Background: an optimization exercise with open tools, aiming at small area. Do not read the settings as production practice.
The RTL was checked by simulation tests, not by an equivalence proof against the original design.
Power and IR drop assume default switching activity.

Design exec, start of the top module:
module exec (
    input [36-1:0] ir,
    input [15:0]  off,
    input [15:0]  imm,
    output [15:0] cs,
    output [15:0] ip,
    output        of,
    output        zf,
    output        cx_zero,
    input         clk,
    input         rst,
    input [15:0]  memout,
    output [15:0] wr_data,
    output [19:0] addr,
    output        we,
    output        m_io,
    output        byteop,
    input         block,
    output        div_exc,
    input         wrip0,
    output        ifl
  );
For scale: roughly 6400 cells after synthesis, about 160 I/O pins, about 61000 um2 of cells after synthesis.
Settings: LEC_CHECK=0, ABC_AREA=1, CAP_MARGIN=10, CORE_MARGIN=2, CORE_UTILIZATION=45, CTS_CLUSTER_DIAMETER=85, CTS_CLUSTER_SIZE=25, GPL_TIMING_DRIVEN=0, SETUP_SLACK_MARGIN=0.3, SLEW_MARGIN=10; clock period 18.0 ns.
standard.sh (not shown) runs the stock make flow with config.mk's settings and CLKGATE_MAP_FILE= SYNTH_SCRIPT=/design/flow/synth_recipe.tcl, a recipe that flattens the netlist after the stock synthesis.
==> flow/flow/run.sh <==
#!/bin/bash
# The standard layout (the standard.sh, standard synthesis unchanged),
# with smaller port buffers, the buffers of synthesis removed before
# placement (repair_design adds back those needed), and a clock tree built
# without dummy loads. ORFS writes each step's log under orfs/logs; make's
# own output goes to make_flow.log.
set -euo pipefail
export REMOVE_ABC_BUFFERS=1
export BUFFER_PORTS_ARGS="-buffer_cell sky130_fd_sc_hd__buf_2"
export CTS_ARGS="-sink_clustering_enable -repair_clock_nets -dont_use_dummy_load -sink_clustering_size 25 -sink_clustering_max_diameter 85"
bash standard.sh finish > make_flow.log 2>&1
The starting point finished but failed the layout checks on max-capacitance violations, max-slew violations.
Next try:
CAP_MARGIN = 20   (was 10)
CORE_UTILIZATION = 55   (was 45)
SLEW_MARGIN = 20   (was 10)
Result: The new run produced a clean layout; die area came out lower by 18%; critical path depth fell by 4; final cell count went down by 4.3%; final area drops by 0.96%; worst setup slack is better by 0.20 ns; power rises by 0.59%; clock skew is lower by 0.015 ns; area after synthesis stays the same; via count grows by 2.2%.
Next try:
CORE_UTILIZATION = 45   (was 55)
After rerunning: Flip-flop and latch count is unchanged. Total power decreases by 0.43%. Combinational power is about the same.


Another version of the RTL of exec (not shown whole).
Size in the first run: ~6600 cells after synthesis, roughly 1200 flip-flops, ~160 I/O pins, ~61000 um^2 of cells after synthesis.
Design exec, start of the top module:
module exec (
    input [36-1:0] ir,
    input [15:0]  off,
    input [15:0]  imm,
    output [15:0] cs,
    output [15:0] ip,
    output        of,
    output        zf,
    output        cx_zero,
    input         clk,
    input         rst,
    input [15:0]  memout,
    output [15:0] wr_data,
    output [19:0] addr,
    output        we,
    output        m_io,
    output        byteop,
    input         block,
    output        div_exc,
    input         wrip0,
    output        ifl
  );
  wire [15:0] c;
  wire [15:0] omemalu;
  wire [ 3:0] addr_c;
  wire [ 3:0] addr_d;
  wire  [8:0] flags;
  wire [15:0] a, b, s, alu_iflags, bus_b;
  wire [31:0] aluout;
  wire [3:0]  addr_a, addr_b;
  wire [2:0]  t, func;
  wire [1:0]  addr_s;
  wire        wrfl, high, memalu, r_byte, c_byte;
  wire        wr, wr_reg;
  wire        wr_cnd;
  wire        jmp;
  wire        b_imm;
  wire  [8:0] iflags, oflags;
  wire  [4:0] logic_flags;
  wire        alu_word;
  wire        a_byte;
  wire        b_byte;
  wire        wr_high;
  wire        dive;
  alu     alu0( {c, a }, bus_b, aluout, t, func, alu_iflags, oflags,
               alu_word, s, off, clk, dive);
  regfile reg0 (
    a, b, c, cs, ip, {aluout[31:16], omemalu}, s, flags, wr_reg, wrfl,
                wr_high, clk, rst, addr_a, addr_b, addr_c, addr_d, addr_s, iflags,
                ~byteop, a_byte, b_byte, c_byte, cx_zero, wrip0);
  jmp_cond jc0( logic_flags, addr_b, addr_c[0], c, jmp);
  assign addr_s = ir[1:0];
  assign addr_a = ir[5:2];
  assign addr_b = ir[9:6];
  assign addr_c = ir[13:10];
  ...
==> flow/config.mk <==
export PLATFORM = sky130hd
export DESIGN_NAME = exec
export DESIGN_NICKNAME = exec
export VERILOG_FILES = /design/flow/design.v
export SDC_FILE = /design/flow/constraint.sdc
export NUM_CORES = 4
export LEC_CHECK = 0
export ABC_AREA = 1
export CAP_MARGIN = 20
export CORE_MARGIN = 2
export CORE_UTILIZATION = 45
export CTS_CLUSTER_DIAMETER = 80
export CTS_CLUSTER_SIZE = 22
export GPL_TIMING_DRIVEN = 0
export SLEW_MARGIN = 20
==> flow/constraint.sdc <==
create_clock -name core_clock -period 18.0 [get_ports {clk}]
set_input_delay 3.6000 -clock core_clock [delete_from_list [all_inputs] [get_ports {clk}]]
set_output_delay 3.6000 -clock core_clock [all_outputs]
set_load 0.01 [all_outputs]
run.sh (not shown) runs the stock make flow with config.mk's settings and CLKGATE_MAP_FILE= SYNTH_SCRIPT=/design/flow/synth_recipe.tcl, a recipe that flattens the netlist after the stock synthesis.
Stock flow here: none of the scripts above is used.
Rerun with:
==> flow/flow/run.sh (new file) <==
#!/bin/bash
# The standard layout (the standard.sh, standard synthesis unchanged),
# with smaller port buffers and a clock tree built without dummy loads.
# ORFS writes each step's log under orfs/logs; make's own output goes to
# make_flow.log.
set -euo pipefail
export BUFFER_PORTS_ARGS="-buffer_cell sky130_fd_sc_hd__buf_2"
export CTS_ARGS="-sink_clustering_enable -repair_clock_nets -dont_use_dummy_load -sink_clustering_size 22 -sink_clustering_max_diameter 80"
bash standard.sh finish > make_flow.log 2>&1
==> flow/standard.sh (new file) <==
#!/bin/bash
# synth_recipe.tcl (not shown) runs the flow's synth.tcl, then flattens the netlist and writes it again
# the make line also repeats each setting of config.mk as NAME=value (left out here)
make -C /OpenROAD-flow-scripts/flow DESIGN_CONFIG=/design/flow/config.mk WORK_HOME=/design/flow/orfs CLKGATE_MAP_FILE= SYNTH_SCRIPT=/design/flow/synth_recipe.tcl "${@:-finish}"
removed: flow/run.sh
Final area drops by 2.0%.
Power is about the same.
Fmax is about the same.
Synthesized cell count does not change.
Utilization is lower by 1.0 points.

re-timing with driven ports:
The results above use ideal ports. As a check the final layouts listed here were re-extracted and re-timed, cells and wires unchanged.
Step 1 (the two cells are an assumption about what drives the block):
set clk [get_ports {clk}]
set_driving_cell -lib_cell sky130_fd_sc_hd__clkbuf_16 $clk
set_driving_cell -lib_cell sky130_fd_sc_hd__buf_2 [delete_from_list [all_inputs] $clk]
Step 2 times the ports against the registers' clock, not the clock port: input delays grow and output delays shrink by t, the midpoint of the rising clock arrivals with the driver on.
Three values: ideal ports, drivers, drivers and shift; two values: the first two.
run | t, ns | slack for setup (ns) | latest minus earliest clock arrival (ns) | worst register clock-pin slew, ns | cell pins on the clock port's net
the first run of note 1 | 0.745 | 0.260 / 0.218 / 0.218 | 0.082 / 0.082 | 0.10 / 0.10 | 1
the second run of note 1 | 0.762 | 0.456 / 0.400 / 0.400 | 0.065 / 0.065 | 0.11 / 0.11 | 1
the third run of note 1 | 0.744 | 0.386 / 0.282 / 0.282 | 0.080 / 0.080 | 0.11 / 0.11 | 1
the first run of note 2 | 0.760 | 0.257 / 0.186 / -0.383 | 0.096 / 0.096 | 0.09 / 0.09 | 1
the second run of note 2 | 0.720 | 0.258 / 0.222 / -0.498 | 0.139 / 0.138 | 0.09 / 0.09 | 1
Met with ideal ports but missed after step 2: setup timing in the first run of note 2 and the second run of note 2. The setup slack of the second run of note 2, which loses most, moves by -0.036 ns with the drivers and by -0.756 ns with both steps.
